This is an optimization exercise on Yosys and OpenROAD, whose aim is small area and a short achievable clock period, not a production implementation.
Where RTL was checked, it was by simulation tests only, not by an equivalence proof against the original.
The clock port is modelled as an ideal driver; clocking choices that lean on that would not hold on a real chip.
Power and IR drop assume default switching activity.

==> flow/design.v <==
module fpadder(input [15:0] A, input [15:0] B, input clk, input rst, output reg [15:0] C);
wire [5:0] dbo = {1'b0, A[14:10]} - {1'b0, B[14:10]};
wire [4:0] dba = B[14:10] - A[14:10];
reg        sa1, sb1, abig1;
reg [4:0]  eb1, ad1;
reg [9:0]  ma1, mb1;
always @(posedge clk) begin
	sa1   <= A[15];
	sb1   <= B[15];
	abig1 <= ~dbo[5] & ((|dbo[4:0]) | (A[9:0] > B[9:0]));
	eb1   <= B[14:10];
	ad1   <= dbo[5] ? dba : dbo[4:0];
	ma1   <= A[9:0];
	mb1   <= B[9:0];
end
wire [9:0]  xm1 = abig1 ? ma1 : mb1;
wire [9:0]  ym1 = abig1 ? mb1 : ma1;
wire [10:0] ys = {1'b1, ym1} >> ad1[3:0];
wire [10:0] yv = ad1[4] ? 11'd0 : ys;
wire        sub1 = sa1 ^ sb1;
reg        sign2, sub2;
reg [4:0]  exp2;    
reg [9:0]  xm2;
reg [10:0] ym2;
always @(posedge clk) begin
	sign2 <= abig1 ? sa1 : sb1;
	sub2  <= sub1;
	exp2  <= eb1 + (abig1 ? ad1 : 5'd0) + 5'd1;
	xm2   <= xm1;
	ym2   <= yv ^ {11{sub1}};
end
wire [12:0] s = {2'b01, xm2, 1'b1} + {sub2, ym2, sub2};
reg        sign3;
reg [4:0]  exp3;    
reg [11:0] s3;
always @(posedge clk) begin
	sign3 <= sign2;
	exp3  <= exp2;
	s3    <= s[12:1];
end
reg [3:0] k;
always @(*) begin
	casez (s3[11:1])
	11'b1??????????: k = 4'd0;
	11'b01?????????: k = 4'd1;
	11'b001????????: k = 4'd2;
	11'b0001???????: k = 4'd3;
	11'b00001??????: k = 4'd4;
	11'b000001?????: k = 4'd5;
	11'b0000001????: k = 4'd6;
	11'b00000001???: k = 4'd7;
	11'b000000001??: k = 4'd8;
	11'b0000000001?: k = 4'd9;
	11'b00000000001: k = 4'd10;
	default:         k = 4'd1;
	endcase
end
wire [12:0] w = {s3, 1'b0} << k;
wire [5:0]  en = {exp3, 1'b1} + {1'b1, ~k, 1'b1};    
wire [4:0]  e = en[5:1];
wire zero = ~sign3 && exp3 == 5'd1 && s3 == 12'h800;
always @(posedge clk)
	C <= {sign3, e[4:1], e[0] & ~zero, w[11:2]};
endmodule
clock: 4.0 ns
lec_check: 0
abc_area: 1
cap_margin: 20
core_margin: 2
core_utilization: 65
cts_buf_list: sky130_fd_sc_hd__clkbuf_4 sky130_fd_sc_hd__clkbuf_8
cts_cluster_diameter: 80
cts_cluster_size: 50
setup_slack_margin: 2.0
slew_margin: 20
tns_end_percent: 0
standard.sh (not shown) runs the stock make flow with config.mk's settings and CLKGATE_MAP_FILE= SYNTH_SCRIPT=/design/flow/synth_recipe.tcl, a recipe that flattens the netlist after the stock synthesis.
==> flow/flow/run.sh <==
#!/bin/bash
# Standard layout, with plain buffers (not delay cells) on the ports.
set -euo pipefail
export BUFFER_PORTS_ARGS="-buffer_cell sky130_fd_sc_hd__buf_2"
bash standard.sh > standard.log 2>&1
The baseline completed with no timing, DRC or antenna violations.
Then changed:
- CORE_UTILIZATION: 65 -> 50
- SETUP_SLACK_MARGIN: 2.0 -> 2.3
Worst setup slack improved by 0.048 ns.
Worst hold slack is worse by 0.0095 ns.
Register-to-register slack gains 0.05 ns.
Die area climbs by 29%.
Sequential cell count is unchanged.
Core utilization went down by 15 points.
Total power rises by 4.2%.
Then changed:
- ABC_AREA: 1 -> not set
- CORE_UTILIZATION: 50 -> 65
- SETUP_SLACK_MARGIN: 2.3 -> 2.0
Setup slack gets worse by 0.18 ns; design area drops by about 1%; global-route usage climbs by 6.1 points; register-to-register slack gets worse by 0.18 ns.
Then changed:
- ABC_AREA: not set -> 1
- CORE_UTILIZATION: 65 -> 40
- SETUP_SLACK_MARGIN: 2.0 -> 2.3
Outcome: Utilization goes down by 29 points. Via count grows by 3.2%. First-iteration DRC count is higher by 65%. Synthesized area is lower by 2.0%. Global-route usage fell by 10 points.
Then changed:
- CORE_UTILIZATION: 40 -> 65
- GPL_TIMING_DRIVEN: not set -> 1
- SETUP_SLACK_MARGIN: 2.3 -> 2.0
=> The new run went through all stages and came out clean; maximum frequency came out lower by a few percent; sequential power stays flat; total power came out higher slightly; routed wire length came out higher by a few percent; global-route usage came out higher by 10 points.

* * *

## v36
fpadder, a different RTL version from the one above (not shown whole).
Size in the first run: ~99 flip-flops, ~50 I/O pins, roughly 0.0049 mm² of cells after synthesis.
## fpadder
module fpadder(input [15:0] A, input [15:0] B, input clk, input rst, output reg [15:0] C);
==> flow/config.mk <==
export PLATFORM = sky130hd
export DESIGN_NAME = fpadder
export DESIGN_NICKNAME = fpadder
export VERILOG_FILES = /design/flow/design.v
export SDC_FILE = /design/flow/constraint.sdc
export NUM_CORES = 4
export LEC_CHECK = 0
export ABC_AREA = 1
export CAP_MARGIN = 20
export CORE_MARGIN = 2
export CORE_UTILIZATION = 65
export CTS_BUF_LIST = sky130_fd_sc_hd__clkbuf_4 sky130_fd_sc_hd__clkbuf_8
export CTS_CLUSTER_DIAMETER = 80
export CTS_CLUSTER_SIZE = 50
export SETUP_SLACK_MARGIN = 2.0
export SLEW_MARGIN = 20
export TNS_END_PERCENT = 0
==> flow/constraint.sdc <==
create_clock -name core_clock -period 4.0 [get_ports {clk}]
set_input_delay 0.8000 -clock core_clock [delete_from_list [all_inputs] [get_ports {clk}]]
set_output_delay 0.8000 -clock core_clock [all_outputs]
set_load 0.01 [all_outputs]
Scripts as last shown in full above: flow/flow/run.sh
Input-level comparison between v6 and v36:
diff --git a/flow/config.mk b/flow/config.mk
--- a/flow/config.mk
+++ b/flow/config.mk
@@ -11 +11 @@
-export CORE_UTILIZATION = 65
+export CORE_UTILIZATION = 50
@@ -15 +15 @@
-export SETUP_SLACK_MARGIN = 2.0
+export SETUP_SLACK_MARGIN = 2.3
Findings:
Going from v36 to v6, core utilization of the finished layout went down 16 points, combinational power share saw an increase. Looking at end point of the critical path, the C[12] result is from v6; the eh14[2] one comes from v36. Against v36, the final cell area of v6 is higher. Measured slew at the worst slew-check pin, v36 and v6, higher one = v6.
Function was not checked in any run of this note: the RTL went through the layout flow alone.

* * *

Another version of the RTL of fpadder (not shown whole).
For scale: ~600 cells after synthesis, roughly 95 flip-flops, ~0.0047 mm^2 of cells after synthesis.
==> flow/design.v (excerpt) <==
module fpadder(input [15:0] A, input [15:0] B, input clk, input rst, output reg [15:0] C);
export LEC_CHECK = 0
export ABC_AREA = 1
export CAP_MARGIN = 20
export CORE_MARGIN = 2
export CORE_UTILIZATION = 30
export CTS_BUF_LIST = sky130_fd_sc_hd__clkbuf_4 sky130_fd_sc_hd__clkbuf_8
export CTS_CLUSTER_DIAMETER = 80
export CTS_CLUSTER_SIZE = 50
export SETUP_SLACK_MARGIN = 2.3
export SLEW_MARGIN = 20
export TNS_END_PERCENT = 0
create_clock -name core_clock -period 4.0 [get_ports {clk}]
Scripts as last shown in full above: flow/flow/run.sh
Then changed:
CORE_UTILIZATION = 45   (was 30)
=> The changed run completed with no timing, DRC or antenna violations. Power rises by a few percent. Design area falls slightly. Clock-buffer cell count falls by 3. Sequential power hardly moves. Final cell count falls by a little under a tenth. Setup slack degrades by 0.051 ns. Clock skew hardly moves. Maximum frequency falls by a few percent. Via count rises slightly. Routed wire length rises by a few percent.
Then changed:
ABC_AREA = not set   (was 1)
CORE_UTILIZATION = 65   (was 45)
SETUP_SLACK_MARGIN = 2.5   (was 2.3)
Result: The changed run completed without violations. Non-clock buffer count went down by 8. Power went down by about 6%. Final area went down by about 7%. Die area went down by about 30%.
Then changed:
ABC_AREA = 1   (was not set)
CORE_UTILIZATION = 50   (was 65)
SETUP_SLACK_MARGIN = 2.6   (was 2.5)
Result: Setup slack gains 0.37 ns; clock skew went up by 0.0046 ns; total power climbs by about 5%.

* * *

== sierra ==
fpadder again, from the RTL that the note above started with.
clock: 4.0 ns
lec_check: 0
abc_area: 1
cap_margin: 20
core_margin: 2
core_utilization: 50
cts_buf_list: sky130_fd_sc_hd__clkbuf_4 sky130_fd_sc_hd__clkbuf_8
cts_cluster_diameter: 80
cts_cluster_size: 50
setup_slack_margin: 2.3
slew_margin: 20
tns_end_percent: 0
Scripts as last shown in full above: flow/flow/run.sh
Setup changes, sierra to amber
Settings: SETUP_SLACK_MARGIN changed from 2.3 to 2.0; CORE_UTILIZATION changed from 50 to 65; ABC_AREA removed (was 1).
==> flow/flow/run.sh <==
#!/bin/bash
# Standard layout, with plain buffers (not delay cells) on the ports, and the
# platform's don't-use list extended by slow wide gates (flow/dont_use.txt).
set -euo pipefail
export BUFFER_PORTS_ARGS="-buffer_cell sky130_fd_sc_hd__buf_2"
bash standard.sh "DONT_USE_CELLS=$(cat flow/dont_use.txt)" finish > standard.log 2>&1
==> flow/flow/dont_use.txt (new file) <==
sky130_fd_sc_hd__lpflow_bleeder_1 sky130_fd_sc_hd__lpflow_clkbufkapwr_1 sky130_fd_sc_hd__lpflow_clkbufkapwr_16 sky130_fd_sc_hd__lpflow_clkbufkapwr_2 sky130_fd_sc_hd__lpflow_clkbufkapwr_4 sky130_fd_sc_hd__lpflow_clkbufkapwr_8 sky130_fd_sc_hd__lpflow_clkinvkapwr_1 sky130_fd_sc_hd__lpflow_clkinvkapwr_16 sky130_fd_sc_hd__lpflow_clkinvkapwr_2 sky130_fd_sc_hd__lpflow_clkinvkapwr_4 sky130_fd_sc_hd__lpflow_clkinvkapwr_8 sky130_fd_sc_hd__lpflow_decapkapwr_12 sky130_fd_sc_hd__lpflow_decapkapwr_3 sky130_fd_sc_hd__lpflow_decapkapwr_4 sky130_fd_sc_hd__lpflow_decapkapwr_6 sky130_fd_sc_hd__lpflow_decapkapwr_8 sky130_fd_sc_hd__lpflow_inputiso0n_1 sky130_fd_sc_hd__lpflow_inputiso0p_1 sky130_fd_sc_hd__lpflow_inputiso1n_1 sky130_fd_sc_hd__lpflow_inputiso1p_1 sky130_fd_sc_hd__lpflow_inputisolatch_1 sky130_fd_sc_hd__lpflow_isobufsrc_1 sky130_fd_sc_hd__lpflow_isobufsrc_16 sky130_fd_sc_hd__lpflow_isobufsrc_2 sky130_fd_sc_hd__lpflow_isobufsrc_4 sky130_fd_sc_hd__lpflow_isobufsrc_8 sky130_fd_sc_hd__lpflow_isobufsrckapwr_16 sky130_fd_sc_hd__lpflow_lsbuf_lh_hl_isowell_tap_1 sky130_fd_sc_hd__lpflow_lsbuf_lh_hl_isowell_tap_2 sky130_fd_sc_hd__lpflow_lsbuf_lh_hl_isowell_tap_4 sky130_fd_sc_hd__lpflow_lsbuf_lh_isowell_4 sky130_fd_sc_hd__lpflow_lsbuf_lh_isowell_tap_1 sky130_fd_sc_hd__lpflow_lsbuf_lh_isowell_tap_2 sky130_fd_sc_hd__lpflow_lsbuf_lh_isowell_tap_4 sky130_fd_sc_hd__probe_p_8 sky130_fd_sc_hd__probec_p_8   sky130_fd_sc_hd__or4_* sky130_fd_sc_hd__or4b_* sky130_fd_sc_hd__or4bb_* sky130_fd_sc_hd__or3_* sky130_fd_sc_hd__or3b_*
Results
Diff sierra..amber | worst hold slack after final layout | negligible
Per the comparison of amber with sierra, synthesized cell count lost 141, delay of the slowest cell on the worst path neither gained nor lost much.
Edits applied to the flow inputs when going from amber to fjord:
Settings: ABC_AREA newly set to 1.
==> flow/flow/run.sh <==
#!/bin/bash
# Standard layout, with plain buffers (not delay cells) on the ports.
set -euo pipefail
export BUFFER_PORTS_ARGS="-buffer_cell sky130_fd_sc_hd__buf_2"
bash standard.sh > standard.log 2>&1
removed: flow/flow/dont_use.txt
- Commonest non-fill, non-tap cell in the layout = sky130_fd_sc_hd__nand2_1: fjord; commonest non-fill, non-tap cell in the layout = sky130_fd_sc_hd__dfxtp_1: amber
- Relative to amber, fjord degrades overall routed net length.
- fjord: final critical-path share of the clock period is 5.6 points lower than what amber reported.
- Looking at global-route usage, fjord sits 0.39 points above amber.
Inputs modified between fjord and raven:
Settings: CORE_UTILIZATION: 65 -> 40; SETUP_SLACK_MARGIN: 2.0 -> 2.3.
## What came out
raven: worst hold slack is 0.016 ns lower than what fjord reported. Compared with fjord, in raven clock network power decreased by 13% relative to the old numbers; floorplan die width grew by 26%. From fjord to raven the numbers moved as follows: wire length shows a reduction of 330 um; critical path depth in cells went down.

* * *

fpadder again, from the RTL that the note above started with.
Settings: LEC_CHECK=0, CAP_MARGIN=20, CORE_MARGIN=2, CORE_UTILIZATION=65, CTS_BUF_LIST=sky130_fd_sc_hd__clkbuf_4 sky130_fd_sc_hd__clkbuf_8, CTS_CLUSTER_DIAMETER=80, CTS_CLUSTER_SIZE=50, SETUP_SLACK_MARGIN=1.7, SLEW_MARGIN=20, TNS_END_PERCENT=0; clock period 4.0 ns.
==> flow/flow/run.sh <==
#!/bin/bash
# Standard layout, with plain buffers (not delay cells) on the ports.
set -euo pipefail
export BUFFER_PORTS_ARGS="-buffer_cell sky130_fd_sc_hd__buf_2"
bash standard.sh > standard.log 2>&1
The baseline produced a clean layout.
Edit:
==> flow/flow/run.sh (replaced) <==
#!/bin/bash
# Standard layout, with plain buffers (not delay cells) on the ports and a
# second setup repair after clock tree synthesis.
set -euo pipefail
export BUFFER_PORTS_ARGS="-buffer_cell sky130_fd_sc_hd__buf_2"
export POST_CTS_TCL="$PWD/flow/extra_repair.tcl"
bash standard.sh > standard.log 2>&1
==> flow/flow/extra_repair.tcl (new file) <==
# A second setup repair after CTS, from where the first one stopped.
estimate_parasitics -placement
repair_timing -setup -setup_margin $::env(SETUP_SLACK_MARGIN) -repair_tns 0 -verbose
detailed_placement
- ABC_AREA: unset -> 1
- CORE_UTILIZATION: 65 -> 40
- SETUP_SLACK_MARGIN: 1.7 -> 2.3
What happened:
- The changed run finished clean
- routed wire length is higher by 17%
- combinational power rose by about 10%
- clock-buffer cell count went up by 4
- worst hold slack degrades by 0.012 ns
- design area grows by about 9%
- clock skew came out higher by 0.0059 ns
- worst setup slack is better by 0.54 ns
- cell count increases by 32%
Edit:
==> flow/flow/run.sh (replaced) <==
#!/bin/bash
# Standard layout, with plain buffers (not delay cells) on the ports.
set -euo pipefail
export BUFFER_PORTS_ARGS="-buffer_cell sky130_fd_sc_hd__buf_2"
bash standard.sh > standard.log 2>&1
- ABC_AREA: 1 -> unset
- CORE_UTILIZATION: 40 -> 65
- SETUP_SLACK_MARGIN: 2.3 -> 2.0
removed: flow/flow/extra_repair.tcl
The changed run completed without violations.
Wire length came out lower by 10%.
Cell count came out lower by 23%.
Count of clock-buffer cells in the layout came out lower by 4.
Sequential share of layout area came out higher by 1.7 points.
Total power came out lower by 1.3%.
Via count came out lower by 14%.
Die area came out lower by 39%.
Edit:
- ABC_AREA: unset -> 1
- CORE_UTILIZATION: 65 -> 40
- SETUP_SLACK_MARGIN: 2.0 -> 2.3
- TNS_END_PERCENT: 0 -> 10
=>
- design area rose by 7.3%
- worst setup slack improves by 0.37 ns
- core utilization fell by 28 points

* * *

## job 6473
fpadder, a different RTL version from the one above (not shown whole).
Size in the first run: roughly 50 I/O pins, roughly 4700 sq um of cells after synthesis.
Design fpadder, start of the top module:
module fpadder(input [15:0] A, input [15:0] B, input clk, input rst, output reg [15:0] C);
==> flow/config.mk <==
export PLATFORM = sky130hd
export DESIGN_NAME = fpadder
export DESIGN_NICKNAME = fpadder
export VERILOG_FILES = /design/flow/design.v
export SDC_FILE = /design/flow/constraint.sdc
export NUM_CORES = 4
export LEC_CHECK = 0
export ABC_AREA = 1
export CAP_MARGIN = 20
export CORE_MARGIN = 2
export CORE_UTILIZATION = 65
export CTS_BUF_LIST = sky130_fd_sc_hd__clkbuf_4 sky130_fd_sc_hd__clkbuf_8
export CTS_CLUSTER_DIAMETER = 80
export CTS_CLUSTER_SIZE = 50
export SETUP_SLACK_MARGIN = 2.0
export SLEW_MARGIN = 20
export TNS_END_PERCENT = 0
==> flow/constraint.sdc <==
create_clock -name core_clock -period 4.0 [get_ports {clk}]
set_input_delay 0.8000 -clock core_clock [delete_from_list [all_inputs] [get_ports {clk}]]
set_output_delay 0.8000 -clock core_clock [all_outputs]
set_load 0.01 [all_outputs]
==> flow/flow/run.sh <==
#!/bin/bash
# Standard layout, with plain buffers (not delay cells) on the ports.
set -euo pipefail
export BUFFER_PORTS_ARGS="-buffer_cell sky130_fd_sc_hd__buf_2"
bash standard.sh > standard.log 2>&1
The following lists how job 7325 was set up differently from job 6473:
- CORE_UTILIZATION: 65 -> 40
- SETUP_SLACK_MARGIN: 2.0 -> 2.3
Notes after the runs:
- Final critical-path share of the clock period for job 7325: 1.2 points down relative to job 6473
- Job 7325 against job 6473; total power density per cell area is down by a few percent.
- Reported for job 7325 and job 6473, multiplexer share of the synthesized area turned out identical to the last digit.
- Max post-detailed-routing wire length across job 7325 and job 6473: job 6473
- Summary of job 7325 over job 6473: multi-input combinational gate total was more or less identical; horizontal die dimension went up by about 26%; worst hold slack went down by 0.0054 ns.
- In terms of switching share of total power, job 6473 and job 7325 differ only marginally.
### job 7325 -> job 7844
- SETUP_SLACK_MARGIN: 2.3 -> 2.0
- ABC_AREA: 1 -> unset
- CORE_UTILIZATION: 40 -> 65
- As of job 7844, routed wire length had fallen by a little under 10% compared to job 7325.
- According to the power report, total power for job 7844 is lower than for job 7325.
- Changes observed in job 7844 relative to job 7325: setup slack now sits lower; worst-case hold slack level; netlist area before placement decreased about 1.3%; total of clock buffers placed in the layout has increased; global-route wire length before repair fell about 13%.
For job 6488, these inputs were changed with respect to job 7844:
- swapping 50 for 100 in CTS_CLUSTER_SIZE
- swapping 80 for 500 in CTS_CLUSTER_DIAMETER
- swapping sky130_fd_sc_hd__clkbuf_4 sky130_fd_sc_hd__clkbuf_8 for sky130_fd_sc_hd__clkbuf_8 sky130_fd_sc_hd__clkbuf_16 in CTS_BUF_LIST
[summary]
- Looking at the reports, job 6488 completed the entire flow and the layout it produced met the timing, design-rule and antenna checks.
- As far as final setup slack of the worst path goes, job 6488 and job 7844 are indistinguishable; the numbers are identical.
- Job 7844 -> job 6488: flip-flop and latch count delta 0, exact match
- Taking job 7844 as the reference, in job 6488 routed length per instance stayed essentially flat, aggregate routed wire length has remained practically unchanged, sequential share of cell area essentially unchanged, final-layout clock-cell area share level.

[re-timing with driven ports]
Ports are ideal in the flow. The routed layouts listed here were re-timed in OpenROAD. Step 1: set_driving_cell puts a clkbuf_16 on clk and a buf_2 on each other input, an assumption about the parent block. Step 2 times the ports against the registers' clock, not the clock port: input delays grow and output delays shrink by t, the midpoint of the rising clock arrivals with the driver on. a / b / c = no drivers / after step 1 / after step 2; a / b = the first two.
run | shift t [ns] | slack for setup (ns) | clock arrival spread, ns | worst data-port slew with drivers (ns) | cell pins on the clock port's net
the first run of note 1 | 0.389 | 1.992 / 1.992 / 1.737 | 0.014 / 0.014 | 0.03 | 1
the second run of note 1 | 0.382 | 2.039 / 2.039 / 1.745 | 0.013 / 0.013 | 0.03 | 1
the third run of note 1 | 0.379 | 1.861 / 1.861 / 1.503 | 0.014 / 0.014 | 0.03 | 1
the fourth run of note 1 | 0.395 | 2.039 / 2.039 / 1.740 | 0.007 / 0.007 | 0.03 | 1
the fifth run of note 1 | 0.389 | 1.992 / 1.992 / 1.737 | 0.014 / 0.014 | 0.03 | 1
v36 | 0.386 | 1.877 / 1.877 / 1.670 | 0.015 / 0.015 | 0.03 | 1
v6 | 0.385 | 2.022 / 1.992 / 1.712 | 0.014 / 0.014 | 0.05 | 1
the first run of note 3 | 0.389 | 2.174 / 2.174 / 1.818 | 0.012 / 0.012 | 0.03 | 1
the second run of note 3 | 0.381 | 2.122 / 2.130 / 1.749 | 0.012 / 0.013 | 0.03 | 1
the third run of note 3 | 0.377 | 1.779 / 1.779 / 1.558 | 0.008 / 0.009 | 0.03 | 1
the fourth run of note 3 | 0.377 | 2.147 / 2.147 / 1.871 | 0.011 / 0.011 | 0.03 | 1
sierra | 0.377 | 2.147 / 2.147 / 1.871 | 0.011 / 0.011 | 0.03 | 1
amber | 0.384 | 1.828 / 1.828 / 1.578 | 0.011 / 0.011 | 0.03 | 1
fjord | 0.388 | 2.052 / 2.052 / 1.835 | 0.009 / 0.009 | 0.03 | 1
raven | 0.401 | 2.175 / 2.175 / 1.827 | 0.011 / 0.011 | 0.03 | 1
the first run of note 5 | 0.369 | 1.603 / 1.603 / 1.559 | 0.007 / 0.007 | 0.03 | 1
the second run of note 5 | 0.392 | 2.143 / 2.143 / 1.824 | 0.011 / 0.010 | 0.03 | 1
the third run of note 5 | 0.377 | 1.779 / 1.779 / 1.558 | 0.008 / 0.009 | 0.03 | 1
the fourth run of note 5 | 0.392 | 2.147 / 2.147 / 1.818 | 0.012 / 0.011 | 0.03 | 1
job 6473 | 0.378 | 1.987 / 1.987 / 1.767 | 0.015 / 0.016 | 0.03 | 1
job 7325 | 0.386 | 2.036 / 2.036 / 1.706 | 0.014 / 0.014 | 0.03 | 1
job 7844 | 0.381 | 1.852 / 1.852 / 1.704 | 0.007 / 0.007 | 0.03 | 1
job 6488 | 0.381 | 1.852 / 1.852 / 1.704 | 0.007 / 0.007 | 0.03 | 1
After both steps setup and hold are still met in every run listed. The setup slack of the second run of note 3, which loses most, moves by +0.008 ns with the drivers and by -0.373 ns with both steps.
